This design comes from an exercise in tuning for small area and a short achievable clock period on the open sky130 flow, not from production work.
RTL that was checked went through simulation tests only; none was proved equivalent to the original.
Only the layout flow was run in runs 1 and 2; the RTL was not checked for function there.

==> flow/design.v <==
module thresholding(
    input wire clk, reset, enable,
    input wire signed [11 : 0] sig,
    output wire signed [11 : 0] y,
    output reg done,
    output reg [11 : 0] id
    );
localparam W = 13;
function lt_const11(input [10 : 0] a, input [10 : 0] k);
    integer i;
    reg r;
    begin
        r = 1'b0;
        for (i = 0; i < 11; i = i + 1)
            r = k[i] ? (~a[i] | r) : (~a[i] & r);
        lt_const11 = r;
    end
endfunction
function le_const16(input [15 : 0] a, input [15 : 0] k);
    integer i;
    reg r;
    begin
        r = 1'b1;
        for (i = 0; i < 16; i = i + 1)
            r = k[i] ? (~a[i] | r) : (~a[i] & r);
        le_const16 = r;
    end
endfunction
function [11 : 0] add_const12(input [11 : 0] a, input [11 : 0] k);
    integer i, j, m;
    reg c, t;
    begin
        for (i = 0; i < 12; i = i + 1) begin
            c = 1'b0;
            for (j = 0; j < i; j = j + 1) begin
                if (k[j]) begin
                    t = 1'b1;
                    for (m = i - 1; m > j; m = m - 1)
                        if (!k[m]) t = t & a[m];
                    t = t & a[j];
                    c = c | t;
                end
            end
            add_const12[i] = a[i] ^ k[i] ^ c;
        end
    end
endfunction
reg [11 : 0] dn [0 : W - 1];          
reg [16 : 0] nl;                      
reg [11 : 0] x13b;                    
reg first;                            
reg [5 : 0] grp;                      
wire idle = ~id[11] & (&id[10 : 0]);
wire working = ~idle;
reg [11 : 0] id_inc;
reg id_c;
integer k;
always @* begin
    id_c = 1'b1;
    for (k = 0; k < 12; k = k + 1) begin
        id_inc[k] = id[k] ^ id_c;
        id_c = id_c & id[k];
    end
end
wire [11 : 0] x = add_const12(sig, 12'd3138);                
wire wrapx = sig[11] & lt_const11(sig[10 : 0], 11'd958);      
wire [11 : 0] spl = {~sig[11], sig[10 : 0]};                  
wire [16 : 0] n = nl + {5'd0, x13b} + {5'd0, ~dn[0][11], dn[0][10 : 0]} + 17'h1f001;
wire f0 = ~n[16] | le_const16(n[15 : 0], 16'd25366);          
wire fw = ~n[16] & ~((&n[15 : 8]) & ~le_const16({8'd0, n[7 : 0]}, 16'd90));    
wire late = ~id[11] & ((|id[10 : 4]) | (id[3] & id[2]));
wire valid = ~first | late;
wire [11 : 0] x12b = (valid & ~reset) ? {dn[W - 1][11], ~dn[W - 1][10 : 0]} : 12'h800;
function [33 : 0] csa(input [11 : 0] sl, input [16 : 0] nn, input f);
    reg [16 : 0] r0, r2, r3, s1, l2b, s2, c2;
    reg [17 : 0] c1;
    begin
        r0 = {5'd0, sl};
        r2 = {3'd0, sl, 2'b00};
        r3 = {2'd0, sl, f, 2'b00};            
        s1 = r0 ^ r2 ^ r3;
        c1 = {(r0 & r2) | (r0 & r3) | (r2 & r3), 1'b0};
        l2b = {c1[16 : 3], f, f, f};          
        s2 = s1 ^ l2b ^ nn;
        c2 = {(s1[15 : 0] & l2b[15 : 0]) | (s1[15 : 0] & nn[15 : 0]) | (l2b[15 : 0] & nn[15 : 0]), 1'b0};
        csa = {s2, c2};
    end
endfunction
function [1 : 0] grp4(input [3 : 0] g, input [3 : 0] p);
    begin
        grp4[1] = g[3] | (p[3] & (g[2] | (p[2] & (g[1] | (p[1] & g[0])))));
        grp4[0] = &p;
    end
endfunction
function low_grp(input [7 : 0] a, input [7 : 0] b, input cin);
    reg [7 : 0] g, p;
    reg [1 : 0] q0, q1;
    begin
        g = a & b;
        p = a ^ b;
        q0 = grp4({g[3 : 1], g[0] | (p[0] & cin)}, p[3 : 0]);
        q1 = grp4(g[7 : 4], p[7 : 4]);
        low_grp = q1[1] | (q1[0] & q0[1]);
    end
endfunction
function [2 : 0] top_grp(input [4 : 0] a, input [4 : 0] b, input [4 : 0] k);
    reg [4 : 0] ta, tb;
    reg [1 : 0] q;
    begin
        ta = a ^ b ^ k;
        tb = {(a[3 : 0] & b[3 : 0]) | (a[3 : 0] & k[3 : 0]) | (b[3 : 0] & k[3 : 0]), 1'b0};
        q = grp4(ta[3 : 0] & tb[3 : 0], ta[3 : 0] ^ tb[3 : 0]);
        top_grp = {ta[4] ^ tb[4], q};
    end
endfunction
wire [33 : 0] cs0 = csa(spl, n, 1'b0);
wire [33 : 0] cs1 = csa(spl, n, 1'b1);
wire [16 : 0] s2 = cs0[33 : 17];
wire [16 : 0] c2 = cs0[16 : 0];
wire lo0 = low_grp(cs0[24 : 17], cs0[7 : 0], 1'b0);
wire lo1 = low_grp(cs1[24 : 17], cs1[7 : 0], 1'b1);
wire [1 : 0] mid = grp4(s2[11 : 8] & c2[11 : 8], s2[11 : 8] ^ c2[11 : 8]);
wire [2 : 0] top0 = top_grp(s2[16 : 12], c2[16 : 12], 5'd0);
wire [2 : 0] top1 = top_grp(s2[16 : 12], c2[16 : 12], 5'd13);
wire [2 : 0] top2 = top_grp(s2[16 : 12], c2[16 : 12], 5'd26);
wire [2 : 0] top = (wrapx & fw) ? top2 : (wrapx | fw) ? top1 : top0;
wire lo = f0 ? lo1 : lo0;
wire c16 = grp[4] | (grp[3] & (grp[2] | (grp[1] & grp[0])));
wire ysel = ~(grp[5] ^ c16);
assign y = ysel ? ~dn[0] : 12'd0;
integer j;
always @(posedge clk) begin
    if (working) begin
        for (j = 1; j < W; j = j + 1)
            dn[j] <= dn[j - 1];
    end
    if (reset)
        dn[0] <= 12'hfff;
    else if (working)
        dn[0] <= ~x;
    if (reset | working)
        x13b <= x12b;
    if (reset) begin
        nl <= 17'd90902;
        first <= 1'b1;
        done <= 1'b0;
        id <= 12'd2047;
    end else begin
        done <= working;
        if (working) begin
            id <= id_inc;
            nl <= n;
            if (late)
                first <= 1'b0;
        end else begin
            id <= {enable, 11'h7ff};
        end
    end
    grp <= {top, mid, lo};
end
endmodule
==> flow/flow/run.sh <==
#!/bin/bash
set -euo pipefail
bash standard.sh "BUFFER_PORTS_ARGS=-buffer_cell sky130_fd_sc_hd__buf_1" SETUP_SLACK_MARGIN=9.3 finish > standard.log 2>&1
==> flow/standard.sh <==
#!/bin/bash
# synth_recipe.tcl (not shown) runs the flow's synth.tcl, then flattens the netlist and writes it again
# the make line also repeats each setting of config.mk as NAME=value (left out here)
make -C /OpenROAD-flow-scripts/flow DESIGN_CONFIG=/design/flow/config.mk WORK_HOME=/design/flow/orfs CLKGATE_MAP_FILE= SYNTH_SCRIPT=/design/flow/synth_recipe.tcl "${@:-finish}"
==> flow/config.mk <==
export PLATFORM = sky130hd
export DESIGN_NAME = thresholding
export DESIGN_NICKNAME = thresholding
export VERILOG_FILES = /design/flow/design.v
export SDC_FILE = /design/flow/constraint.sdc
export NUM_CORES = 4
export LEC_CHECK = 0
export CAP_MARGIN = 20
export CORE_MARGIN = 2
export CORE_UTILIZATION = 60
export CTS_BUF_LIST = sky130_fd_sc_hd__clkbuf_8
export CTS_CLUSTER_DIAMETER = 60
export CTS_CLUSTER_SIZE = 20
export PLACE_DENSITY = 0.75
export SLEW_MARGIN = 20
==> flow/constraint.sdc <==
create_clock -name core_clock -period 14.0 [get_ports {clk}]
set_input_delay 2.8000 -clock core_clock [delete_from_list [all_inputs] [get_ports {clk}]]
set_output_delay 2.8000 -clock core_clock [all_outputs]
set_load 0.01 [all_outputs]
==> results of run 1 <==
[cell type report]
class	instances	area share
repair buffers	43	0.0184
well taps	216	0.0259
clock inverters	11	0.00829
flip-flops and latches	205	0.544
multi-input cells	434	0.357
inverters	64	0.0235
clock buffers	17	0.0225
[worst paths after layout]
| check | end | cells past startpoint |
|---|---|---|
| worst max-delay path | grp[3] | 10 |
| worst min-delay path | dn[11][7] | 0 |
| worst max register to register | grp[3] | 17 |
| worst min register to register | dn[11][7] | 0 |
[cells by family (layout without fill, tap and decap cells)]
logic type	after synthesis	after routing	share of synthesized area
and+or+nand+nor	184	184	0.0987
DFF	205	205	0.590
xor gates and xnor gates	20	20	0.0182
adders and majority gates	107	107	0.164
AOI/OAI and AO/OA	116	116	0.0883
muxes	7	7	0.00808
buffers and inverters	82	135	0.0332
[sequential cells by signal (all words and copies together) (netlist names)]
signal  count
dn        156
first       1
nl         17
grp         6
x13b       12
done        1
id         12
[placed cells by master, fill, tap and decap left out, drive strengths merged, types with 3 or more instances in the layout]
cell type	instances
fa	31
nor4	5
buf	34
o21bai	3
mux2i	4
inv	73
nand3	10
and3	5
a21o	15
nor2	59
a211oi	3
a211o	14
clkbuf	26
nor3	11
a31o	4
ha	76
dfxtp	49
o21ai	19
and4	3
xor2	11
or3	15
nand2b	11
nand3b	3
xnor2	9
nand4	4
o211ai	5
edfxtp	156
mux2	3
nor2b	4
or2	4
o2111ai	3
nand2	40
a21oi	34
[per-stage QoR]
stage / cells / instance area, um2 / worst slack (ns)
final: 990 / 10400 / 9.41
after floorplan: 721 / 9680 / 9.26
after detailed placement: 962 / 10000 / 8.85
after global placement: 962 / 10000 / 8.91
after CTS: 990 / 10400 / 9.31
after global routing: 990 / 10400 / 9.29
[routing by layer]
metal / routed length [um] / track usage / up-vias
met3: 595 / 0.0305 / 40
met4: 567 / 0.0795 / 0
met1: 7880 / 0.279 / 2717
met2: 8230 / 0.348 / 110
met5: 0 / 0 / -
li1: - / - / 2682
[what timing repair did]
action | in CTS | in global routing
hold buffers | 0 | 0
hold endpoints to repair | 0 | 0
setup endpoints to repair | 10 | 15
gates resized for setup | 2 | 13
==> flow_summary.yaml, run 1 <==
layout:
  num-nets-final: 886
  drive_gt1_frac: 0.0982
  areaGrowthSynthToFinish_pct: 8.43
  fillers: 1168
  diodes: 0
  multi_input_area_um2: 3720
  fin_util: 0.660
  regArea_um2: 5670
synth:
  yosys-top-cells-count: "156 x edfxtp_1, 76 x ha_1, 64 x inv_1"
  async_reset_ff_frac: 0
  syn_area_per_cell_um2: 13.3
  netlist_top_cells_area: "edfxtp_1 49%, dfxtp_1 10%, ha_1 9.9%"
  synth_nets: 843
  ys_seq_area_frac: 0.590
  synth_area_leader_cell: "edfxtp_1"
  ys_ff_latch: 205
  yosysUniqueCellTypes: 70
  ys_dominant_reg_cell: "edfxtp_1"
  netlist.area_leader.share: 0.488
  synth_area_um2: 9610
  synth_edf_count: 156
  synth.most_common_cell: "edfxtp_1"
  synthCells: 721
  ys.warnings.count: 2
cts:
  clk_latency_ns: 0.51
  clock-root-buffer: "clkbuf_8"
  cts_buffer_depth: 3
  clock-sinks: 205
  cts.clk_slew.worst_paths_ns: 0.13
  htreeDepth: 1
  post_cts_buffers: 0
  cts_buffers: 16
  cts_tree: "yes"
timing:
  slew_violations: 0
  final_hold_viol_count: 0
  finalSetupViolations: 0
  fin_crit_ns: 4.59
  post-route-period-util: 0.328
  fin_setup_tns_ns: 0
  whs_ns: 0.416
  slew_headroom: 0.382
  rsz0062_at_grt: "yes"
  finClkSkew_ns: 0.0248
  fmax_mhz: 218
  worstMarginPinSlew_ns: 0.927
status:
  status: "finished clean"
worst_setup_path:
  crit_family: "adder cells"
  path_common_cell: "fa_2"
  cp_max_fo: 4
  crit_required_ns: 14.39
  arrival_ns: 4.98
  r2r-start: "dn[0][0]"
  cp_slowest_cell: "fa_2"
  cp-startpoint: "sig[11]"
  r2r_setup_slack_ns: 9.73
  critical-path-max-stage-delay_ns: 0.38
  critical_path.n_buffers_inverters: 3
  worst-setup-path-type: "in -> reg"
  path_cells: "buf_1 > inv_2 > fa_2 > fa_2 > ha_4 > inv_1 > ha_1 > nand4b_1 > mux2i_1 > mux2_4"
  cp-start-kind: "input pin"
  end_kind: "register"
grt:
  grt_use_total: 0.208
  grt-ovfl-total: 0
  grt_max_degree: 90
  grt_antenna_before_repair: 0
  grt_pass1_wl_mm: 27.7
  grt_pass1_vias: 5506
die:
  die_x_um: 131
  floorplan.initialDensity: 0.609
  rows: 46
  die_h_um: 131
  core_area_um2: 15800
  dieArea_um2: 17000
  pin_count: 40
route:
  drc: 0
  wl_mm: 17.3
  vias: 5549
  dr.first_iter.drc_count: 385
  wire_per_inst_um: 17.5
  drt-pass1-iter-count: 4
  ant_nets: 0
  via_per_inst: 5.61
placed_design:
  gp_congestion: 0.868
  hpwl_mm: 12.0
  portBuffers: 39
flow_run:
  max-cap-violations: 0
min_path:
  hold_class: "reg -> reg"
  min-delay-start: "dn[10][7]"
==> inputs of run 2 (changes only) <==
--- a/flow/config.mk
+++ b/flow/config.mk
@@ -7,9 +7,8 @@
 export LEC_CHECK = 0
 export CAP_MARGIN = 20
 export CORE_MARGIN = 2
-export CORE_UTILIZATION = 60
+export CORE_UTILIZATION = 50
 export CTS_BUF_LIST = sky130_fd_sc_hd__clkbuf_8
 export CTS_CLUSTER_DIAMETER = 60
 export CTS_CLUSTER_SIZE = 20
-export PLACE_DENSITY = 0.75
 export SLEW_MARGIN = 20
==> flow_summary.yaml, run 2 <==
flow_run:
  max-cap-violations: 0
timing:
  finClkSkew_ns: 0.0270
  finalSetupViolations: 0
  slew_headroom: 0.415
  post-route-period-util: 0.328
  fmax_mhz: 218
  worstMarginPinSlew_ns: 0.874
  final_hold_viol_count: 0
  rsz0062_at_grt: "no"
  slew_violations: 0
  fin_crit_ns: 4.59
  fin_setup_tns_ns: 0
grt:
  grt_antenna_before_repair: 0
  grt_use_total: 0.177
  grt_max_degree: 106
  grt-ovfl-total: 0
  grt_pass1_vias: 5523
  grt_pass1_wl_mm: 28.3
synth:
  synth_edf_count: 156
  ys_ff_latch: 205
  yosysUniqueCellTypes: 70
  yosys-top-cells-count: "156 x edfxtp_1, 76 x ha_1, 64 x inv_1"
  synth_area_leader_cell: "edfxtp_1"
  synth.most_common_cell: "edfxtp_1"
  synth_area_um2: 9610
  netlist.area_leader.share: 0.488
  syn_area_per_cell_um2: 13.3
  async_reset_ff_frac: 0
  ys_seq_area_frac: 0.590
  netlist_top_cells_area: "edfxtp_1 49%, dfxtp_1 10%, ha_1 9.9%"
  synthCells: 721
  synth_nets: 843
  ys.warnings.count: 2
  ys_dominant_reg_cell: "edfxtp_1"
layout:
  largest_reg_flops: 156
  top_register: "dn"
  num-nets-final: 885
  drive_gt1_frac: 0.0996
  final_common_cell: "edfxtp_1"
  top_regs: "dn: 156 flops, nl: 17 flops"
  areaGrowthSynthToFinish_pct: 8.65
  final_cell_mix: "156 x edfxtp_1, 72 x ha_1, 67 x inv_1, 59 x nor2_1, 49 x dfxtp_1"
  multi_input_area_um2: 3720
  fillers: 1584
  regArea_um2: 5670
  diodes: 0
worst_setup_path:
  path_cells: "a21o_1 > a21oi_4 > xnor2_4 > buf_8 > nor2_1 > buf_1"
  cp_max_fo: 9
  crit_required_ns: 11.20
  critical-path-max-stage-delay_ns: 0.33
  end_kind: "output pin"
  cp_slowest_cell: "dfxtp_1"
  worst-setup-path-type: "reg -> out"
  cp-start-kind: "register"
  arrival_ns: 1.79
cts:
  cts.clk_slew.worst_paths_ns: 0.11
  cts_buffers: 16
  clk_latency_ns: 0.52
  htreeDepth: 1
  cts_buffer_depth: 3
  clock-sinks: 205
  clock-root-buffer: "clkbuf_8"
  hold_buffers: 0
  cts_tree: "yes"
placed_design:
  portBuffers: 39
  hpwl_mm: 11.9
  gp_congestion: 0.842
route:
  drt-pass1-iter-count: 5
  wire_per_inst_um: 17.2
  drc: 0
  dr.first_iter.drc_count: 301
  vias: 5475
  via_per_inst: 5.44
  ant_nets: 0
  wl_mm: 17.3
die:
  dieArea_um2: 20300
  pin_count: 40
  floorplan.initialDensity: 0.512
  rows: 50
  die_h_um: 143
  die_x_um: 143
  core_area_um2: 18800
min_path:
  hold_class: "reg -> reg"
status:
  status: "finished clean"
[run 2: changes by cell type in the layout (fill, tap and decap cells not counted)]
cell	change
buf_1	-2
buf_4	-1
buf_8	+1
clkbuf_2	+2
buf_6	-1
[run 2: cell families (layout without fill, tap and decap cells)]
group           after synthesis  count (layout)  synth area share
mux                           7               7           0.00808
fa+ha+maj                   107             107             0.164
compound gates              116             116            0.0883
flops                       205             205             0.590
buf+inv                      82             134            0.0332
xor+xnor                     20              20            0.0182
simple gates                184             184            0.0987
[run 2: worst paths after layout]
| check | from | slack (ns) | cells after the start | endpoint |
|---|---|---|---|---|
| max reg2reg | dn[0][0] | 9.69 | 19 | grp[4] |
| min reg2reg | id[0] | 0.41 | 1 | id[0] |
| min | id[0] | 0.41 | 1 | id[0] |
| max | grp[0] | 9.41 | 6 | y[8] |
[run 2: per-layer routing]
metal | global-route usage | wire (um) | vias to the layer above
met2 | 0.294 | 8250 | 89
met4 | 0.0651 | 580 | 0
met3 | 0.0273 | 514 | 37
li1 | - | - | 2666
met5 | 0 | 0 | -
met1 | 0.237 | 7950 | 2683
[run 2: final cells by class]
type	instances	share of cell area
clock buffer	17	0.0224
clock inverter	11	0.00827
inverter	64	0.0235
multi-input combinational	434	0.357
sequential	205	0.543
tap	234	0.0281
timing repair buffer	42	0.0182
[run 2: timing repair]
| item | in CTS | in global routing |
|---|---|---|
| resized for setup | 5 | 12 |
| setup buffers | 0 | 0 |
| pin swaps | 0 | 2 |
| setup endpoints to repair | 12 | 12 |
[run 2: worst max-delay path, delay by kind of cell (launching register included)]
family	cells	cell delay [ns]
AOI/OAI and AO/OA	2	0.37
DFF	1	0.33
buffers and inverters	2	0.33
xor gates and xnor gates	1	0.19
and+or+nand+nor	1	0.05
[run 2: stage by stage]
step / cells / setup slack, ns / hold slack, ns / utilization / instance area (um2)
after floorplan: 721 / 9.26 / 0.400 / - / 9680
final: 1007 / 9.41 / 0.414 / 0.556 / 10400
after detailed placement: 979 / 8.84 / 0.394 / 0.536 / 10100
after global placement: 979 / 8.91 / 0.386 / 0.536 / 10100
after global routing: 1007 / 9.30 / 0.423 / 0.556 / 10400
after CTS: 1007 / 9.32 / 0.421 / 0.555 / 10400
==> inputs of run 3 (changes only) <==
--- a/flow/design.v
+++ b/flow/design.v
@@ -47,7 +47,7 @@
 endfunction
 reg [11 : 0] dn [0 : W - 1];          
 reg [16 : 0] nl;                      
-reg [11 : 0] x13b;                    
+reg [11 : 0] x13;                     
 reg first;                            
 reg [5 : 0] grp;                      
 wire idle = ~id[11] & (&id[10 : 0]);
@@ -65,12 +65,12 @@
 wire [11 : 0] x = add_const12(sig, 12'd3138);                
 wire wrapx = sig[11] & lt_const11(sig[10 : 0], 11'd958);      
 wire [11 : 0] spl = {~sig[11], sig[10 : 0]};                  
-wire [16 : 0] n = nl + {5'd0, x13b} + {5'd0, ~dn[0][11], dn[0][10 : 0]} + 17'h1f001;
+wire [16 : 0] n = nl + {{5{x13[11]}}, x13} + {{5{dn[0][11]}}, dn[0]} + 17'd1;    
 wire f0 = ~n[16] | le_const16(n[15 : 0], 16'd25366);          
 wire fw = ~n[16] & ~((&n[15 : 8]) & ~le_const16({8'd0, n[7 : 0]}, 16'd90));    
 wire late = ~id[11] & ((|id[10 : 4]) | (id[3] & id[2]));
 wire valid = ~first | late;
-wire [11 : 0] x12b = (valid & ~reset) ? {dn[W - 1][11], ~dn[W - 1][10 : 0]} : 12'h800;
+wire [11 : 0] x12 = (valid & ~reset) ? ~dn[W - 1] : 12'd0;
 function [33 : 0] csa(input [11 : 0] sl, input [16 : 0] nn, input f);
     reg [16 : 0] r0, r2, r3, s1, l2b, s2, c2;
     reg [17 : 0] c1;
@@ -139,7 +139,7 @@
     else if (working)
         dn[0] <= ~x;
     if (reset | working)
-        x13b <= x12b;
+        x13 <= x12;
     if (reset) begin
         nl <= 17'd90902;
         first <= 1'b1;
==> flow_summary.yaml, run 3 <==
die:
  pin_count: 40
  core_area_um2: 18800
  floorplan.initialDensity: 0.513
  dieArea_um2: 20500
  rows: 50
  die_x_um: 143
  die_h_um: 143
cts:
  htreeDepth: 1
  cts_buffer_depth: 3
  hold_buffers: 0
  cts.clk_slew.worst_paths_ns: 0.09
  clock-root-buffer: "clkbuf_8"
  cts_tree: "yes"
  clock-sinks: 205
  clk_latency_ns: 0.54
  cts_buffers: 19
synth:
  synth_area_um2: 9670
  synth_nets: 845
  synth_area_leader_cell: "edfxtp_1"
  ys_ff_latch: 205
  synth.most_common_cell: "edfxtp_1"
  synthCells: 720
  netlist.area_leader.share: 0.485
  netlist_top_cells_area: "edfxtp_1 48%, dfxtp_1 10%, ha_1 9.6%"
  ys_seq_area_frac: 0.586
  ys_dominant_reg_cell: "edfxtp_1"
  yosys-top-cells-count: "156 x edfxtp_1, 74 x ha_1, 60 x inv_1"
  yosysUniqueCellTypes: 68
  syn_area_per_cell_um2: 13.4
  synth_edf_count: 156
  ys.warnings.count: 2
  async_reset_ff_frac: 0
timing:
  slew_violations: 0
  fin_setup_tns_ns: 0
  slew_headroom: 0.304
  fmax_mhz: 218
  rsz0062_at_grt: "yes"
  whs_ns: 0.420
  final_hold_viol_count: 0
  post-route-period-util: 0.328
  finalSetupViolations: 0
  fin_crit_ns: 4.60
  finClkSkew_ns: 0.0332
  worstMarginPinSlew_ns: 1.04
worst_setup_path:
  arrival_ns: 1.80
  path_cells: "a21o_1 > a21oi_1 > xnor2_1 > buf_6 > nor2_1 > buf_1"
  cp_slowest_cell: "dfxtp_1"
  crit_required_ns: 11.20
  worst-setup-path-type: "reg -> out"
  reg2regPathDepth: 14
  end_kind: "output pin"
  cp-start-kind: "register"
  cp_max_fo: 12
  cp_num_cells: 6
  critical_path.n_buffers_inverters: 2
  crit_family: "compound AO/OA/AOI/OAI gates"
  r2r_setup_slack_ns: 9.63
  critical-path-max-stage-delay_ns: 0.31
route:
  ant_nets: 0
  drt-pass1-iter-count: 4
  drc: 0
  dr.first_iter.drc_count: 357
  via_per_inst: 5.23
  vias: 5435
  wire_per_inst_um: 16.5
  wl_mm: 17.2
layout:
  drive_gt1_frac: 0.0963
  areaGrowthSynthToFinish_pct: 9.52
  final_area_um2: 10600
  largest_reg_flops: 156
  diodes: 0
  num-nets-final: 891
  final_cell_mix: "156 x edfxtp_1, 71 x ha_1, 62 x inv_1, 57 x nor2_1, 48 x dfxtp_1"
  final_common_cell: "edfxtp_1"
  top_regs: "dn: 156 flops, nl: 17 flops"
  top_register: "dn"
status:
  status: "finished clean"
grt:
  grt_antenna_before_repair: 0
  grt-ovfl-total: 0
  grt_pass1_wl_mm: 28.4
  grt_max_degree: 88
  grt_use_total: 0.177
  grt_pass1_vias: 5522
placed_design:
  hpwl_mm: 11.8
  gp_congestion: 0.858
  portBuffers: 39
  place_area_um2: 10100
flow_run:
  max-cap-violations: 0
min_path:
  hold_class: "reg -> reg"
  holdPathStages: 1
[run 3: per-layer routing]
layer | vias to the layer above | global-route usage | share of wire
li1 | 2658 | - | -
met1 | 2675 | 0.249 | 0.47
met2 | 75 | 0.289 | 0.47
met3 | 27 | 0.0245 | 0.030
met4 | 0 | 0.0485 | 0.022
met5 | - | 0 | 0
[run 3: timing repair]
action | CTS | global route
gates resized for setup | 0 | 10
setup endpoints to repair | 0 | 14
setup buffers | 0 | 1
[run 3: area by class of cell]
type / count / area [um2]
timing repair buffer: 44 / 195
clock buffer: 21 / 289
fill: 1559 / 8250
inverter: 60 / 230
sequential: 205 / 5670
tap: 260 / 325
multi-input combinational: 436 / 3730
clock inverter: 13 / 151
[run 3: stage by stage]
stage	worst slack [ns]	util	std cells
floorplan	9.26	-	720
global placement	8.89	0.537	1004
detailed placement	8.77	0.537	1004
CTS	9.31	0.561	1038
global route	9.29	0.562	1039
finish	9.40	0.562	1039
[run 3: logic make-up after synthesis]
family,Yosys count,share of synthesized area
DFF,205,0.586
and+or+nand+nor,180,0.0929
AOI/OAI and AO/OA,117,0.0902
adders and majority gates,110,0.170
buffers and inverters,79,0.0320
xor gates and xnor gates,23,0.0216
muxes,6,0.00673
[run 3: final timing paths]
path | startpoint | to
setup / recovery | grp[1] | y[0]
hold / removal | id[0] | id[0]
setup reg to reg | x13[11] | grp[3]
hold reg to reg | id[0] | id[0]
==> inputs of run 4 (changes only) <==
--- a/flow/config.mk
+++ b/flow/config.mk
@@ -7,7 +7,7 @@
 export LEC_CHECK = 0
 export CAP_MARGIN = 20
 export CORE_MARGIN = 2
-export CORE_UTILIZATION = 50
+export CORE_UTILIZATION = 40
 export CTS_BUF_LIST = sky130_fd_sc_hd__clkbuf_8
 export CTS_CLUSTER_DIAMETER = 60
 export CTS_CLUSTER_SIZE = 20
==> flow_summary.yaml, run 4 <==
layout:
  fillers: 2211
  num-nets-final: 893
  top_register: "dn"
  diodes: 0
  final_area_um2: 10700
  final_common_cell: "edfxtp_1"
  areaGrowthSynthToFinish_pct: 10.5
  largest_reg_flops: 156
  top_regs: "dn: 156 flops, nl: 17 flops"
  drive_gt1_frac: 0.106
  final_cell_mix: "156 x edfxtp_1, 71 x ha_1, 61 x inv_1, 56 x nor2_1, 48 x dfxtp_1"
timing:
  post-route-period-util: 0.325
  final_hold_viol_count: 0
  worstMarginPinSlew_ns: 0.843
  finClkSkew_ns: 0.0387
  whs_ns: 0.411
  finalSetupViolations: 0
  fmax_mhz: 220
  fin_setup_tns_ns: 0
  fin_crit_ns: 4.55
  slew_violations: 0
  slew_headroom: 0.438
  rsz0062_at_grt: "no"
worst_setup_path:
  worst-setup-path-type: "reg -> out"
  arrival_ns: 1.75
  cp-start-kind: "register"
  cp_max_fo: 10
  crit_required_ns: 11.20
  end_kind: "output pin"
placed_design:
  place_area_um2: 10200
  hpwl_mm: 11.7
  portBuffers: 39
  gp_congestion: 0.824
cts:
  cts.clk_slew.worst_paths_ns: 0.11
  cts_buffers: 18
  hold_buffers: 0
  clock-root-buffer: "clkbuf_8"
  htreeDepth: 1
  cts_tree: "yes"
  clock-sinks: 205
  clk_latency_ns: 0.53
  cts_buffer_depth: 3
die:
  rows: 56
  pin_count: 40
  dieArea_um2: 25400
  core_area_um2: 23600
  die_x_um: 159
  die_h_um: 159
  floorplan.initialDensity: 0.409
synth:
  netlist_top_cells_area: "edfxtp_1 48%, dfxtp_1 10%, ha_1 9.6%"
  syn_area_per_cell_um2: 13.4
  synth_nets: 845
  synthCells: 720
  synth.most_common_cell: "edfxtp_1"
  netlist.area_leader.share: 0.485
  ys_seq_area_frac: 0.586
  ys_dominant_reg_cell: "edfxtp_1"
  synth_area_leader_cell: "edfxtp_1"
  yosys-top-cells-count: "156 x edfxtp_1, 74 x ha_1, 60 x inv_1"
  ys_ff_latch: 205
  ys.warnings.count: 2
  synth_edf_count: 156
  async_reset_ff_frac: 0
  synth_area_um2: 9670
  yosysUniqueCellTypes: 68
route:
  drc: 0
  wl_mm: 17.1
  drt-pass1-iter-count: 4
  dr.first_iter.drc_count: 339
  vias: 5424
  wire_per_inst_um: 15.6
  via_per_inst: 4.94
  ant_nets: 0
min_path:
  hold_class: "reg -> reg"
status:
  status: "finished clean"
grt:
  grt_pass1_vias: 5238
  grt-ovfl-total: 0
  grt_pass1_wl_mm: 27.8
  grt_antenna_before_repair: 0
  grt_use_total: 0.135
  grt_max_degree: 99
flow_run:
  max-cap-violations: 0
run 4: cell counts after synthesis:
No cell type changed its count.
run 4: metrics by stage:
stage	setup WS, ns	cells	utilization
2_1_floorplan	9.26	720	-
3_3_place_gp	8.86	1063	0.432
3_5_place_dp	8.75	1063	0.432
4_1_cts	9.38	1096	0.450
5_1_grt	9.31	1099	0.452
6_report	9.45	1099	0.452
run 4: cell families (layout without fill, tap and decap cells):
logic type      Yosys count  in the layout  synth area share
xor+xnor                 23             23            0.0216
flops                   205            205             0.586
mux                       6              6           0.00673
buf+inv                  79            139            0.0320
simple gates            180            180            0.0929
compound gates          117            117            0.0902
fa+ha+maj               110            110             0.170
run 4: timing repair:
item / CTS / global route
setup endpoints to repair: 11 / 4
setup buffers: 1 / 3
resized for setup: 6 / 10
pin swaps: 1 / 0
run 4: worst max-delay path, cell delays in order (launching register included):
cell	delay, ns
dfxtp_1	0.32
a21o_1	0.16
a21oi_2	0.18
xnor2_2	0.10
buf_6	0.16
nor2_2	0.14
buf_1	0.17
run 4: layer usage:
| layer | track usage | up-vias | wire length [um] |
|---|---|---|---|
| met5 | 0 | - | 0 |
| met4 | 0.0326 | 0 | 350 |
| met3 | 0.0206 | 29 | 581 |
| met2 | 0.216 | 72 | 7840 |
| met1 | 0.195 | 2655 | 8370 |
| li1 | - | 2668 | - |
run 4: path summary, 6_finish.rpt:
path,slack [ns],endpoint,from,cells after the start
worst max register to register,9.56,grp[3],x13[11],14
worst min-delay path,0.41,dn[12][10],dn[11][10],0
worst min register to register,0.41,dn[12][10],dn[11][10],0
worst max-delay path,9.45,y[2],grp[0],6
run 4: final cells by class:
class | count | area, um2 | area share
Sequential cell | 205 | 5670 | 0.531
Multi-Input combinational cell | 436 | 3750 | 0.351
Tap cell | 319 | 399 | 0.0374
Clock buffer | 19 | 262 | 0.0245
Inverter | 60 | 230 | 0.0216
Timing Repair Buffer | 47 | 220 | 0.0206
Clock inverter | 13 | 154 | 0.0144
==> inputs of run 5 (changes only) <==
--- a/flow/design.v
+++ b/flow/design.v
@@ -126,8 +126,9 @@
 wire [2 : 0] top = (wrapx & fw) ? top2 : (wrapx | fw) ? top1 : top0;
 wire lo = f0 ? lo1 : lo0;
 wire c16 = grp[4] | (grp[3] & (grp[2] | (grp[1] & grp[0])));
-wire ysel = ~(grp[5] ^ c16);
-assign y = ysel ? ~dn[0] : 12'd0;
+wire [11 : 0] y_c0 = grp[5] ? 12'd0 : ~dn[0];
+wire [11 : 0] y_c1 = grp[5] ? ~dn[0] : 12'd0;
+assign y = c16 ? y_c1 : y_c0;
 integer j;
 always @(posedge clk) begin
     if (working) begin
==> flow_summary.yaml, run 5 <==
status:
  status: "finished clean"
flow_run:
  max-cap-violations: 0
die:
  pin_count: 40
  rows: 56
  die_x_um: 159
  core_area_um2: 23600
  floorplan.initialDensity: 0.409
  dieArea_um2: 25400
  die_h_um: 159
synth:
  synth_edf_count: 156
  synthCells: 720
  syn_area_per_cell_um2: 13.4
  synth_fa_ha_area_frac: 0.170
  synth_area_um2: 9670
  ys_dominant_reg_cell: "edfxtp_1"
  yosysUniqueCellTypes: 68
  synth_top_family_by_area: "adder cells"
  ys.warnings.count: 2
  async_reset_ff_frac: 0
  synth-simple-area-share: 0.0929
  synth_nets: 845
  synth_xor_area_frac: 0.0216
  ys_seq_area_frac: 0.586
  yosys-top-cells-count: "156 x edfxtp_1, 74 x ha_1, 60 x inv_1"
  netlist_top_cells_area: "edfxtp_1 48%, dfxtp_1 10%, ha_1 9.6%"
  synth_area_leader_cell: "edfxtp_1"
  muxShareOfSynthArea: 0.00673
  synth.most_common_cell: "edfxtp_1"
  synth_compound_area_frac: 0.0902
  ys_ff_latch: 205
  netlist.area_leader.share: 0.485
cts:
  clock-sinks: 205
  clk_latency_ns: 0.52
  clock-root-buffer: "clkbuf_8"
  cts_buffer_depth: 3
  htreeDepth: 1
  cts_buffers: 16
  cts.clk_slew.worst_paths_ns: 0.12
  cts_tree: "yes"
grt:
  grt_use_total: 0.139
  grt_pass1_wl_mm: 28.4
  grt_max_degree: 93
  grt_antenna_before_repair: 0
  grt_pass1_vias: 5329
  grt-ovfl-total: 0
layout:
  top_regs: "dn: 156 flops, nl: 17 flops"
  regArea_um2: 5670
  diodes: 0
  largest_reg_flops: 156
  final_cell_mix: "156 x edfxtp_1, 71 x ha_1, 65 x inv_1, 56 x nor2_1, 47 x dfxtp_1"
  fillers: 2216
  multi_input_area_um2: 3760
  final_common_cell: "edfxtp_1"
  top_register: "dn"
  num-nets-final: 894
  areaGrowthSynthToFinish_pct: 10.2
  fin_util: 0.451
  drive_gt1_frac: 0.110
route:
  via_per_inst: 4.95
  ant_nets: 0
  dr.first_iter.drc_count: 348
  wl_mm: 17.4
  wire_per_inst_um: 15.9
  drt-pass1-iter-count: 5
  drc: 0
  vias: 5435
timing:
  rsz0062_at_grt: "yes"
  worstMarginPinSlew_ns: 0.916
  finClkSkew_ns: 0.0360
  final_hold_viol_count: 0
  fmax_mhz: 217
  slew_violations: 0
  slew_headroom: 0.389
  fin_setup_tns_ns: 0
  fin_ws_ns: 9.39
  fin_crit_ns: 4.61
  post-route-period-util: 0.329
  finalSetupViolations: 0
worst_setup_path:
  cp_max_fo: 5
  r2r-start: "x13[11]"
  cp-start-kind: "register"
  end_kind: "output pin"
  arrival_ns: 1.81
  crit_required_ns: 11.20
  worst-setup-path-type: "reg -> out"
  cp-startpoint: "grp[0]"
placed_design:
  hpwl_mm: 11.9
  pre_cts_slack_ns: 8.77
  gp_congestion: 0.813
  portBuffers: 39
min_path:
  min-delay-start: "id[0]"
  hold_class: "reg -> reg"
[run 5: cell counts after synthesis]
No cell type changed its count.
[run 5: final timing paths]
path,end,slack [ns],cells after the start
max,y[9],9.39,7
max reg2reg,grp[3],9.47,14
min,id[0],0.42,1
min reg2reg,id[0],0.42,1
[run 5: timing repair]
action,CTS,global route
hold buffers,0,0
pin swaps,1,3
gates cloned,1,0
endpoints found under the setup margin,12,14
resized for setup,4,30
setup buffers,1,5
[run 5: cell families (layout without fill, tap and decap cells)]
| group | count (synthesis) | after routing |
|---|---|---|
| flip-flops | 205 | 205 |
| AND/OR/NAND/NOR | 180 | 180 |
| AO/OA/AOI/OAI | 117 | 117 |
| adder cells (fa/ha/maj) | 110 | 110 |
| buffers and inverters | 79 | 138 |
| XOR/XNOR | 23 | 23 |
| multiplexers | 6 | 6 |
[run 5: layout make-up]
type / instances / share of cell area
sequential: 205 / 0.532
multi-input combinational: 436 / 0.353
tap: 319 / 0.0375
timing repair buffer: 50 / 0.0256
clock buffer: 17 / 0.0220
inverter: 60 / 0.0216
clock inverter: 11 / 0.00823
[run 5: per-layer routing]
layer	track usage	part of all wire
met1	0.200	0.48
met2	0.220	0.46
met3	0.0206	0.032
met4	0.0409	0.027
met5	0	0
[run 5: metrics by stage]
stage	area (um2)	std cells	hold WS (ns)
6_report	10600	1098	0.416
5_1_grt	10600	1098	0.432
4_1_cts	10600	1093	0.423
3_5_place_dp	10200	1063	0.396
3_3_place_gp	10200	1063	0.391
2_1_floorplan	9690	720	0.400
[run 5: worst max-delay path, cell delays in order (launching register included)]
cell and delay [ns]:
dfxtp_1 0.33, a21o_1 0.16, a21oi_2 0.16, xnor2_2 0.15, buf_12 0.16, buf_8 0.14, nor2_1 0.04, buf_2 0.14
==> inputs of run 6 (changes only) <==
--- a/flow/design.v
+++ b/flow/design.v
@@ -126,9 +126,8 @@
 wire [2 : 0] top = (wrapx & fw) ? top2 : (wrapx | fw) ? top1 : top0;
 wire lo = f0 ? lo1 : lo0;
 wire c16 = grp[4] | (grp[3] & (grp[2] | (grp[1] & grp[0])));
-wire [11 : 0] y_c0 = grp[5] ? 12'd0 : ~dn[0];
-wire [11 : 0] y_c1 = grp[5] ? ~dn[0] : 12'd0;
-assign y = c16 ? y_c1 : y_c0;
+wire ysel = ~(grp[5] ^ c16);
+assign y = ysel ? ~dn[0] : 12'd0;
 integer j;
 always @(posedge clk) begin
     if (working) begin
==> flow/flow/run.sh (replaced) <==
#!/bin/bash
set -euo pipefail
bash standard.sh "BUFFER_PORTS_ARGS=-buffer_cell sky130_fd_sc_hd__buf_2" SETUP_SLACK_MARGIN=9.3 finish > standard.log 2>&1
==> flow_summary.yaml, run 6 <==
synth:
  synthCells: 720
  ys_seq_area_frac: 0.586
  synth.most_common_cell: "edfxtp_1"
  ys_dominant_reg_cell: "edfxtp_1"
  ys.warnings.count: 2
  yosys-top-cells-count: "156 x edfxtp_1, 74 x ha_1, 60 x inv_1"
  async_reset_ff_frac: 0
  synth_area_leader_cell: "edfxtp_1"
  yosysUniqueCellTypes: 68
  netlist_top_cells_area: "edfxtp_1 48%, dfxtp_1 10%, ha_1 9.6%"
  synth_compound_area_frac: 0.0902
  synth_nets: 845
  netlist.area_leader.share: 0.485
  synth_area_um2: 9670
  synth-simple-area-share: 0.0929
  ys_ff_latch: 205
  synth_xor_area_frac: 0.0216
  synth_top_family_by_area: "adder cells"
  synth_edf_count: 156
  synth_fa_ha_area_frac: 0.170
  syn_area_per_cell_um2: 13.4
  muxShareOfSynthArea: 0.00673
route:
  vias: 5454
  drt-pass1-iter-count: 4
  dr.first_iter.drc_count: 348
  wire_per_inst_um: 16.1
  drc: 0
  ant_nets: 0
  wl_mm: 17.7
  via_per_inst: 4.96
layout:
  final_cells: 1100
  diodes: 0
  largest_reg_flops: 156
  fillers: 2198
  final_cell_mix: "156 x edfxtp_1, 71 x ha_1, 62 x inv_1, 56 x nor2_1, 48 x dfxtp_1"
  final_common_cell: "edfxtp_1"
  drive_gt1_frac: 0.143
  top_register: "dn"
  areaGrowthSynthToFinish_pct: 11.1
  top_regs: "dn: 156 flops, nl: 17 flops"
  num-nets-final: 894
min_path:
  min-delay-start: "dn[11][0]"
  worstHoldEndpoint: "dn[12][0]"
  hold_class: "reg -> reg"
  holdPathStages: 0
cts:
  hold_buffers: 0
  cts_buffers: 18
  clock-sinks: 205
  cts.clk_slew.worst_paths_ns: 0.12
  clk_latency_ns: 0.53
  clock-root-buffer: "clkbuf_8"
  htreeDepth: 1
  cts_buffer_depth: 3
  cts_tree: "yes"
die:
  die_h_um: 159
  dieArea_um2: 25400
  rows: 56
  core_area_um2: 23600
  floorplan.initialDensity: 0.409
  pin_count: 40
  die_x_um: 159
timing:
  fin_setup_tns_ns: 0
  finalSetupViolations: 0
  worstMarginPinSlew_ns: 0.873
  slew_headroom: 0.418
  final_hold_viol_count: 0
  rsz0062_at_grt: "yes"
  finClkSkew_ns: 0.0272
  post-route-period-util: 0.328
  fmax_mhz: 218
  fin_crit_ns: 4.59
  slew_violations: 0
worst_setup_path:
  cp-start-kind: "register"
  r2r_setup_slack_ns: 9.54
  crit_family: "compound AO/OA/AOI/OAI gates"
  critical-path-max-stage-delay_ns: 0.31
  cp_slowest_cell: "dfxtp_1"
  cp_num_cells: 6
  arrival_ns: 1.79
  end_kind: "output pin"
  critical_path.n_buffers_inverters: 2
  cp_max_fo: 5
  crit_required_ns: 11.20
  path_cells: "a21o_1 > a21oi_4 > xnor2_4 > buf_6 > nor2_2 > buf_2"
  rr_endpoint: "grp[3]"
  worst-setup-path-type: "reg -> out"
  reg2regPathDepth: 14
  r2r-start: "x13[11]"
placed_design:
  dp_cells: 1062
  portBuffers: 39
  hpwl_mm: 12.1
  gp_congestion: 0.826
flow_run:
  max-cap-violations: 0
grt:
  grt_use_total: 0.139
  grt-ovfl-total: 0
  grt_pass1_vias: 5319
  grt_antenna_before_repair: 0
  grt_max_degree: 100
  grt_pass1_wl_mm: 28.3
status:
  status: "finished clean"
## run 6: worst max-delay path by stage
stage	to	start
floorplan	grp[0]	sig[3]
global placement	grp[4]	sig[10]
detailed placement	grp[3]	sig[10]
CTS	y[3]	grp[0]
global route	grp[4]	x13[11]
finish	y[2]	grp[1]
## run 6: layer usage
metal  track usage  part of all wire  up-vias
li1              -                 -     2677
met1         0.197              0.48     2684
met2         0.226              0.47       69
met3        0.0214             0.030       24
met4        0.0347             0.022        0
met5             0                 0        -
## run 6: cells by family after synthesis
group                    Yosys count
XOR/XNOR                          23
multiplexers                       6
flip-flops                       205
AO/OA/AOI/OAI                    117
AND/OR/NAND/NOR                  180
buffers and inverters             79
adder cells (fa/ha/maj)          110
## run 6: repair_timing
action,in CTS,in global routing
cloned,0,1
pin swaps,0,2
gates resized for setup,5,7
setup buffers,0,5
endpoints found under the setup margin,10,12
## run 6: cell type report
type	count	area (um2)	area share
clock buffers	19	262	0.0243
clock inverters	13	154	0.0143
inverters	60	230	0.0214
multi-input cells	436	3760	0.350
flip-flops and latches	205	5670	0.528
well taps	319	399	0.0372
repair buffers	48	270	0.0252
## run 6: metrics by stage
step / util / cell area (um2) / setup slack, ns / hold WS [ns]
detailed placement: 0.433 / 10200 / 8.97 / 0.395
global route: 0.455 / 10700 / 9.28 / 0.404
floorplan: - / 9690 / 9.26 / 0.400
global placement: 0.433 / 10200 / 9.00 / 0.388
CTS: 0.452 / 10700 / 9.30 / 0.401
finish: 0.455 / 10700 / 9.41 / 0.404
## run 6: worst register-to-register path: stages (launching register included)
cell and delay [ns]:
edfxtp_1 0.56, fa_1 0.53, ha_1 0.35, and2_1 0.26
a21o_1 0.24, a31o_1 0.23, or3_1 0.37, and2_1 0.24
fa_1 0.49, ha_1 0.36, inv_1 0.08, ha_1 0.27
and4b_1 0.17, mux2i_1 0.13, mux2i_1 0.08
==> inputs of run 7 (changes only) <==
--- a/flow/config.mk
+++ b/flow/config.mk
@@ -8,7 +8,7 @@
 export CAP_MARGIN = 20
 export CORE_MARGIN = 2
 export CORE_UTILIZATION = 40
-export CTS_BUF_LIST = sky130_fd_sc_hd__clkbuf_8
-export CTS_CLUSTER_DIAMETER = 60
-export CTS_CLUSTER_SIZE = 20
+export CTS_BUF_LIST = sky130_fd_sc_hd__clkbuf_4 sky130_fd_sc_hd__clkbuf_8
+export CTS_CLUSTER_DIAMETER = 40
+export CTS_CLUSTER_SIZE = 12
 export SLEW_MARGIN = 20
==> flow_summary.yaml, run 7 <==
timing:
  rsz0062_at_grt: "yes"
  finalSetupViolations: 0
  fmax_mhz: 215
  finClkSkew_ns: 0.0157
  worstMarginPinSlew_ns: 0.858
  slew_violations: 0
  slew_headroom: 0.428
  fin_setup_tns_ns: 0
  fin_crit_ns: 4.65
  post-route-period-util: 0.332
  final_hold_viol_count: 0
synth:
  ys.warnings.count: 2
  syn_area_per_cell_um2: 13.4
  synth-simple-area-share: 0.0929
  muxShareOfSynthArea: 0.00673
  ys_ff_latch: 205
  synth_top_family_by_area: "adder cells"
  ys_dominant_reg_cell: "edfxtp_1"
  synth_nets: 845
  synthCells: 720
  netlist_top_cells_area: "edfxtp_1 48%, dfxtp_1 10%, ha_1 9.6%"
  synth_xor_area_frac: 0.0216
  synth_fa_ha_area_frac: 0.170
  synth.most_common_cell: "edfxtp_1"
  synth_area_um2: 9670
  synth_compound_area_frac: 0.0902
  netlist.area_leader.share: 0.485
  async_reset_ff_frac: 0
  yosys-top-cells-count: "156 x edfxtp_1, 74 x ha_1, 60 x inv_1"
  yosysUniqueCellTypes: 68
  ys_seq_area_frac: 0.586
  synth_edf_count: 156
  synth_area_leader_cell: "edfxtp_1"
die:
  dieArea_um2: 25400
  die_h_um: 159
  die_x_um: 159
  core_area_um2: 23600
  rows: 56
  floorplan.initialDensity: 0.409
  pin_count: 40
cts:
  hold_buffers: 0
  cts.clk_slew.worst_paths_ns: 0.07
  cts_buffer_depth: 3
  cts_buffers: 29
  clock-root-buffer: "clkbuf_8"
  htreeDepth: 1
  clk_latency_ns: 0.56
  cts_tree: "yes"
  clock-sinks: 205
grt:
  grt_pass1_wl_mm: 29.2
  grt-ovfl-total: 0
  grt_pass1_vias: 5507
  grt_use_total: 0.144
  grt_antenna_before_repair: 0
  grt_max_degree: 100
worst_setup_path:
  crit_family: "compound AO/OA/AOI/OAI gates"
  arrival_ns: 1.85
  r2r_setup_slack_ns: 9.54
  path_cells: "a21o_1 > a21oi_4 > xnor2_4 > buf_8 > nor2_2 > buf_2"
  cp_max_fo: 5
  critical_path.n_buffers_inverters: 2
  r2r-start: "x13[11]"
  worst-setup-path-type: "reg -> out"
  critical-path-max-stage-delay_ns: 0.32
  reg2regPathDepth: 14
  crit_required_ns: 11.20
  cp_slowest_cell: "dfxtp_2"
  rr_endpoint: "grp[3]"
  cp-start-kind: "register"
  end_kind: "output pin"
placed_design:
  hpwl_mm: 12.1
  dp_cells: 1062
  gp_congestion: 0.826
  portBuffers: 39
flow_run:
  max-cap-violations: 0
layout:
  fillers: 2179
  largest_reg_flops: 156
  final_cell_mix: "156 x edfxtp_1, 71 x ha_1, 58 x inv_1, 48 x nor2_1, 47 x dfxtp_1"
  top_register: "dn"
  areaGrowthSynthToFinish_pct: 14.5
  drive_gt1_frac: 0.184
  diodes: 0
  final_common_cell: "edfxtp_1"
  num-nets-final: 905
  final_cells: 1122
  top_regs: "dn: 156 flops, nl: 17 flops"
min_path:
  hold_class: "reg -> reg"
  worstHoldEndpoint: "id[0]"
  min-delay-start: "id[0]"
  holdPathStages: 1
route:
  wl_mm: 18.0
  drc: 0
  dr.first_iter.drc_count: 308
  ant_nets: 0
  drt-pass1-iter-count: 4
  via_per_inst: 4.94
  wire_per_inst_um: 16.1
  vias: 5540
status:
  status: "finished clean"
==> run 7: cell counts after synthesis <==
No cell type changed its count.
==> run 7: worst register-to-register path, stage by stage (launching register included) <==
cell      delay, ns
edfxtp_1       0.55
fa_1           0.54
ha_1           0.35
and2_2         0.27
a21o_1         0.22
a31o_1         0.22
or3_1          0.37
and2_1         0.24
fa_1           0.49
ha_1           0.36
inv_1          0.08
ha_1           0.27
and4b_1        0.17
mux2i_1        0.13
mux2i_1        0.09
==> run 7: logic make-up after synthesis <==
group / after synthesis
AO/OA/AOI/OAI: 117
XOR/XNOR: 23
adder cells (fa/ha/maj): 110
buffers and inverters: 79
flip-flops: 205
multiplexers: 6
AND/OR/NAND/NOR: 180
==> run 7: stage by stage <==
step | setup WS [ns] | hold WS [ns] | area, um2 | utilization
finish | 9.35 | 0.407 | 11100 | 0.469
global route | 9.26 | 0.404 | 11100 | 0.469
CTS | 9.32 | 0.414 | 10900 | 0.463
detailed placement | 8.97 | 0.395 | 10200 | 0.433
global placement | 9.00 | 0.388 | 10200 | 0.433
floorplan | 9.26 | 0.400 | 9690 | -
==> run 7: what timing repair did <==
action                                  in CTS  in global routing
setup buffers                                1                  4
gates cloned                                 1                  0
endpoints found under the setup margin      10                 10
resized for setup                            9                 26
endpoints found under the hold margin        0                  0
pin swaps                                    2                  3
==> run 7: metal layers <==
metal	wire length, um	GRT usage	vias up	share of wire
li1	-	-	2711	-
met1	8480	0.199	2700	0.47
met2	8440	0.233	98	0.47
met3	720	0.0274	31	0.040
met4	386	0.0421	0	0.021
met5	0	0	-	0
==> run 7: worst max-delay path by stage <==
stage | from | to | cells past startpoint
2_1_floorplan | sig[3] | grp[0] | 10
4_1_cts | grp[1] | y[2] | 6
3_5_place_dp | sig[10] | grp[3] | 12
3_3_place_gp | sig[10] | grp[4] | 12
5_1_grt | grp[0] | y[0] | 6
6_report | grp[0] | y[0] | 6
==> run 7: layout make-up <==
class,instances,area (um2),area share
multi-input cells,436,3810,0.344
well taps,319,399,0.0361
repair buffers,48,320,0.0289
inverters,60,230,0.0208
flip-flops and latches,205,5670,0.512
clock inverters,17,188,0.0170
clock buffers,37,459,0.0415
==> inputs of run 8 (changes only) <==
==> flow/flow/run.sh (replaced) <==
#!/bin/bash
set -euo pipefail
bash standard.sh "BUFFER_PORTS_ARGS=-buffer_cell sky130_fd_sc_hd__buf_1" SETUP_SLACK_MARGIN=9.4 finish > standard.log 2>&1
--- a/flow/config.mk
+++ b/flow/config.mk
@@ -8,7 +8,7 @@
 export CAP_MARGIN = 20
 export CORE_MARGIN = 2
 export CORE_UTILIZATION = 40
-export CTS_BUF_LIST = sky130_fd_sc_hd__clkbuf_4 sky130_fd_sc_hd__clkbuf_8
-export CTS_CLUSTER_DIAMETER = 40
-export CTS_CLUSTER_SIZE = 12
+export CTS_BUF_LIST = sky130_fd_sc_hd__clkbuf_8
+export CTS_CLUSTER_DIAMETER = 60
+export CTS_CLUSTER_SIZE = 20
 export SLEW_MARGIN = 20
==> flow_summary.yaml, run 8 <==
cts:
  clock-sinks: 205
  hold_buffers: 0
  cts.clk_slew.worst_paths_ns: 0.12
  clock-root-buffer: "clkbuf_8"
  cts_buffers: 17
  clk_latency_ns: 0.51
  cts_tree: "yes"
  htreeDepth: 1
  cts_buffer_depth: 3
worst_setup_path:
  end_kind: "output pin"
  arrival_ns: 1.78
  critical-path-max-stage-delay_ns: 0.34
  crit_required_ns: 11.20
  cp-start-kind: "register"
  cp-startpoint: "grp[0]"
  cp_slowest_cell: "dfxtp_2"
  cp_max_fo: 6
  worst-setup-path-type: "reg -> out"
  r2r-start: "dn[0][2]"
  path_cells: "a21o_1 > a21oi_2 > xnor2_2 > buf_6 > nor2_2 > clkbuf_2"
die:
  die_h_um: 159
  core_area_um2: 23600
  rows: 56
  floorplan.initialDensity: 0.409
  die_x_um: 159
  pin_count: 40
  dieArea_um2: 25400
timing:
  fin_setup_tns_ns: 0
  finClkSkew_ns: 0.0280
  final_hold_viol_count: 0
  finalSetupViolations: 0
  slew_headroom: 0.377
  fin_crit_ns: 4.58
  fmax_mhz: 218
  slew_violations: 0
  rsz0062_at_grt: "yes"
  post-route-period-util: 0.327
  worstMarginPinSlew_ns: 0.934
synth:
  synth_compound_area_frac: 0.0902
  yosys-top-cells-count: "156 x edfxtp_1, 74 x ha_1, 60 x inv_1"
  synth_area_um2: 9670
  synth-simple-area-share: 0.0929
  synth_top_family_by_area: "adder cells"
  synth_nets: 845
  netlist_top_cells_area: "edfxtp_1 48%, dfxtp_1 10%, ha_1 9.6%"
  synth_fa_ha_area_frac: 0.170
  syn_area_per_cell_um2: 13.4
  ys_dominant_reg_cell: "edfxtp_1"
  ys_seq_area_frac: 0.586
  async_reset_ff_frac: 0
  synth_edf_count: 156
  synth_area_leader_cell: "edfxtp_1"
  netlist.area_leader.share: 0.485
  synth.most_common_cell: "edfxtp_1"
  ys.warnings.count: 2
  yosysUniqueCellTypes: 68
  synthCells: 720
  synth_xor_area_frac: 0.0216
  ys_ff_latch: 205
  muxShareOfSynthArea: 0.00673
status:
  status: "finished clean"
grt:
  grt_use_total: 0.139
  grt-ovfl-total: 0
  grt_pass1_wl_mm: 28.4
  grt_max_degree: 91
  grt_antenna_before_repair: 0
  grt_pass1_vias: 5263
route:
  drt-pass1-iter-count: 4
  dr.first_iter.drc_count: 322
  wire_per_inst_um: 15.8
  wl_mm: 17.3
  drc: 0
  via_per_inst: 4.93
  vias: 5397
  ant_nets: 0
placed_design:
  portBuffers: 39
  gp_congestion: 0.849
  hpwl_mm: 11.9
min_path:
  min-delay-start: "dn[1][3]"
  hold_class: "reg -> reg"
layout:
  final_common_cell: "edfxtp_1"
  top_register: "dn"
  largest_reg_flops: 156
  fin_util: 0.456
  areaGrowthSynthToFinish_pct: 11.3
  drive_gt1_frac: 0.138
  final_cell_mix: "156 x edfxtp_1, 66 x ha_1, 60 x inv_1, 51 x nor2_1, 47 x dfxtp_1"
  num-nets-final: 890
  diodes: 0
  top_regs: "dn: 156 flops, nl: 17 flops"
flow_run:
  max-cap-violations: 0
run 8: logic make-up (layout without fill, tap and decap cells):
| kind of cell | after synthesis | count (layout) |
|---|---|---|
| DFF | 205 | 205 |
| AOI/OAI and AO/OA | 117 | 117 |
| buffers and inverters | 79 | 134 |
| muxes | 6 | 6 |
| xor gates and xnor gates | 23 | 23 |
| adders and majority gates | 110 | 110 |
| and+or+nand+nor | 180 | 180 |
run 8: layout make-up:
class / count / area, um2
clock inverters: 12 / 111
inverters: 60 / 238
well taps: 319 / 399
clock buffers: 17 / 234
repair buffers: 45 / 239
multi-input cells: 436 / 3870
fillers: 2191 / 12900
flip-flops and latches: 205 / 5670
run 8: critical path: cells and delay by family (launching register included):
kind | cells | cell delay (ns)
compound gates | 2 | 0.32
simple gates | 1 | 0.14
flops | 1 | 0.34
buf+inv | 2 | 0.32
xor+xnor | 1 | 0.14
run 8: metrics by stage:
step | hold slack (ns) | setup WS (ns) | cell area (um2) | instances
2_1_floorplan | 0.400 | 9.26 | 9810 | 720
3_3_place_gp | 0.390 | 8.89 | 10300 | 1063
3_5_place_dp | 0.392 | 8.84 | 10300 | 1063
4_1_cts | 0.400 | 9.37 | 10700 | 1092
5_1_grt | 0.414 | 9.34 | 10800 | 1094
6_report | 0.399 | 9.42 | 10800 | 1094
run 8: worst paths after layout:
path / to / slack (ns) / cells after the start
worst max-delay path: y[1] / 9.42 / 6
worst min-delay path: dn[2][3] / 0.40 / 0
worst max register to register: grp[4] / 9.72 / 16
worst min register to register: dn[2][3] / 0.40 / 0
run 8: what timing repair did:
action	in CTS	in global routing
gates cloned	0	1
pin swaps	0	4
gates resized for setup	4	43
setup buffers	0	1
setup endpoints to repair	13	15
run 8: layer usage:
layer  vias up  global-route usage  wire length (um)
li1       2660                   -                 -
met1      2639               0.203              8470
met2        80               0.220              7980
met3        18              0.0221               547
met4         0              0.0285               286
met5         -                   0                 0
==> inputs of run 9 (changes only) <==
==> flow/run.sh (new file) <==
#!/bin/bash
# synth_recipe.tcl (not shown) runs the flow's synth.tcl, then flattens the netlist and writes it again
# the make line also repeats each setting of config.mk as NAME=value (left out here)
make -C /OpenROAD-flow-scripts/flow DESIGN_CONFIG=/design/flow/config.mk WORK_HOME=/design/flow/orfs CLKGATE_MAP_FILE= SYNTH_SCRIPT=/design/flow/synth_recipe.tcl finish
--- a/flow/config.mk
+++ b/flow/config.mk
@@ -11,4 +11,5 @@
 export CTS_BUF_LIST = sky130_fd_sc_hd__clkbuf_8
 export CTS_CLUSTER_DIAMETER = 60
 export CTS_CLUSTER_SIZE = 20
+export SETUP_SLACK_MARGIN = 5
 export SLEW_MARGIN = 20
removed: flow/flow/run.sh
removed: flow/standard.sh
==> flow_summary.yaml, run 9 <==
status:
  status: "finished clean"
layout:
  final_cell_mix: "156 x edfxtp_1, 74 x ha_1, 64 x inv_1, 58 x nor2_1, 49 x dfxtp_1"
  areaGrowthSynthToFinish_pct: 11.0
  final_cells: 1091
  final_common_cell: "edfxtp_1"
  top_register: "dn"
  num-nets-final: 887
  fin_util: 0.454
  diodes: 0
  top_regs: "dn: 156 flops, nl: 17 flops"
  drive_gt1_frac: 0.0674
  largest_reg_flops: 156
worst_setup_path:
  cp-startpoint: "grp[0]"
  path_cells: "a21o_1 > a21oi_1 > xnor2_1 > buf_4 > nor2_1 > clkdlybuf4s50_1"
  crit_family: "buffers and inverters"
  crit_required_ns: 11.20
  cp-start-kind: "register"
  cp_max_fo: 9
  critical-path-max-stage-delay_ns: 0.56
  cp_num_cells: 6
  end_kind: "output pin"
  r2r-start: "x13[11]"
  cp_slowest_cell: "xnor2_1"
  reg2regPathDepth: 14
  arrival_ns: 2.46
  critical_path.n_buffers_inverters: 2
  worst-setup-path-type: "reg -> out"
timing:
  post-route-period-util: 0.376
  finalSetupViolations: 0
  finClkSkew_ns: 0.0319
  final_hold_viol_count: 0
  worstMarginPinSlew_ns: 0.878
  fmax_mhz: 190
  slew_violations: 0
  slew_headroom: 0.414
  fin_setup_tns_ns: 0
  rsz0062_at_grt: "no"
  fin_ws_ns: 8.74
  fin_crit_ns: 5.26
placed_design:
  pre_cts_slack_ns: 8.35
  dp_cells: 1063
  hpwl_mm: 12.0
  gp_congestion: 0.867
  portBuffers: 39
synth:
  syn_area_per_cell_um2: 13.4
  synth_area_um2: 9670
  netlist.area_leader.share: 0.485
  synth_edf_count: 156
  ys_seq_area_frac: 0.586
  netlist_top_cells_area: "edfxtp_1 48%, dfxtp_1 10%, ha_1 9.6%"
  yosys-top-cells-count: "156 x edfxtp_1, 74 x ha_1, 60 x inv_1"
  synth_area_leader_cell: "edfxtp_1"
  ys_dominant_reg_cell: "edfxtp_1"
  ys.warnings.count: 2
  async_reset_ff_frac: 0
  synth.most_common_cell: "edfxtp_1"
  synthCells: 720
  synth_nets: 845
  yosysUniqueCellTypes: 68
  ys_ff_latch: 205
cts:
  cts_buffer_depth: 3
  cts_tree: "yes"
  clock-sinks: 205
  cts_resized: 0
  hold_buffers: 0
  htreeDepth: 1
  post_cts_buffers: 0
  cts.clk_slew.worst_paths_ns: 0.12
  clk_latency_ns: 0.53
  cts_buffers: 16
  clock-root-buffer: "clkbuf_8"
grt:
  grt_use_total: 0.139
  grt-ovfl-total: 0
  grt_pass1_wl_mm: 29.0
  grt_pass1_vias: 5582
  grt_antenna_before_repair: 0
  grt_max_degree: 93
route:
  top_layer_used: "met4"
  wirelength_met1_mm: 8.30
  wl_met3_um: 573
  wire_per_inst_um: 16.0
  dr_wl_met2_mm: 8.10
  vias: 5472
  via_per_inst: 5.02
  drc: 0
  wl_mm: 17.4
  ant_nets: 0
  drt-pass1-iter-count: 4
  dr.first_iter.drc_count: 294
min_path:
  hold_class: "reg -> reg"
  min-delay-start: "dn[4][11]"
  holdPathStages: 0
die:
  floorplan.initialDensity: 0.409
  die_h_um: 159
  pin_count: 40
  dieArea_um2: 25400
  core_area_um2: 23600
  die_x_um: 159
  rows: 56
flow_run:
  max-cap-violations: 0
run 9: cell counts after synthesis:
Identical to the previous run, type by type.
run 9: worst register-to-register path, stage by stage (launching register included):
cell	delay [ns]
edfxtp_1	0.59
fa_1	0.53
ha_1	0.37
and2_1	0.26
a21o_1	0.24
a31o_1	0.23
or3_1	0.37
and2_1	0.26
fa_1	0.50
ha_1	0.37
nand2b_1	0.15
nand3b_1	0.11
a211oi_1	0.31
mux2i_1	0.13
mux2i_1	0.14
run 9: routing by layer:
metal	global-route usage	vias to the layer above
li1	-	2648
met1	0.194	2704
met4	0.0376	0
met5	0	-
met3	0.0224	31
met2	0.228	89
run 9: kinds of logic after synthesis:
family,count (synthesis),synth area share
buf+inv,79,0.0320
simple gates,180,0.0929
xor+xnor,23,0.0216
fa+ha+maj,110,0.170
flops,205,0.586
mux,6,0.00673
compound gates,117,0.0902
run 9: final cells by class:
cell class / count / area [um2]
well taps: 319 / 399
fillers: 2165 / 12900
clock buffers: 17 / 234
repair buffers: 43 / 420
multi-input cells: 436 / 3690
inverters: 60 / 230
clock inverters: 11 / 82.6
flip-flops and latches: 205 / 5670
run 9: final timing paths:
check	slack, ns	end
max	8.74	y[11]
min	0.42	dn[5][11]
max reg2reg	9.35	grp[3]
min reg2reg	0.42	dn[5][11]
run 9: metrics by stage:
step	hold slack, ns	area [um2]
2_1_floorplan	0.400	9670
3_3_place_gp	0.385	10400
3_5_place_dp	0.400	10400
4_1_cts	0.426	10700
5_1_grt	0.423	10700
6_report	0.418	10700

separate check: timing with driven ports:
No port has a modelled driver above. Below, the same layouts with a new extraction and two added sets of constraints. Step 1 sets driving cells, clkbuf_16 on the clock port and buf_2 on the other inputs (assumed; they add their load-dependent delay and slew). Step 2 times the ports against the registers' clock, not the clock port: input delays grow and output delays shrink by t, the midpoint of the rising clock arrivals with the driver on. Three values: no drivers, after step 1, after step 2; two values: the first two.
| run | t (ns) | slack for setup (ns) | cell pins on the clock port's net |
|---|---|---|---|
| run 1 | 0.536 | 9.413 / 9.383 / 8.894 | 1 |
| run 2 | 0.546 | 9.408 / 9.371 / 8.899 | 1 |
| run 3 | 0.558 | 9.402 / 9.363 / 8.905 | 1 |
| run 4 | 0.544 | 9.447 / 9.411 / 8.943 | 1 |
| run 5 | 0.540 | 9.391 / 9.350 / 8.872 | 1 |
| run 6 | 0.560 | 9.412 / 9.369 / 8.962 | 1 |
| run 7 | 0.596 | 9.349 / 9.304 / 8.959 | 1 |
| run 8 | 0.538 | 9.423 / 9.384 / 8.968 | 1 |
| run 9 | 0.550 | 8.740 / 8.703 / 8.302 | 1 |
After both steps setup and hold are still met in every run listed.
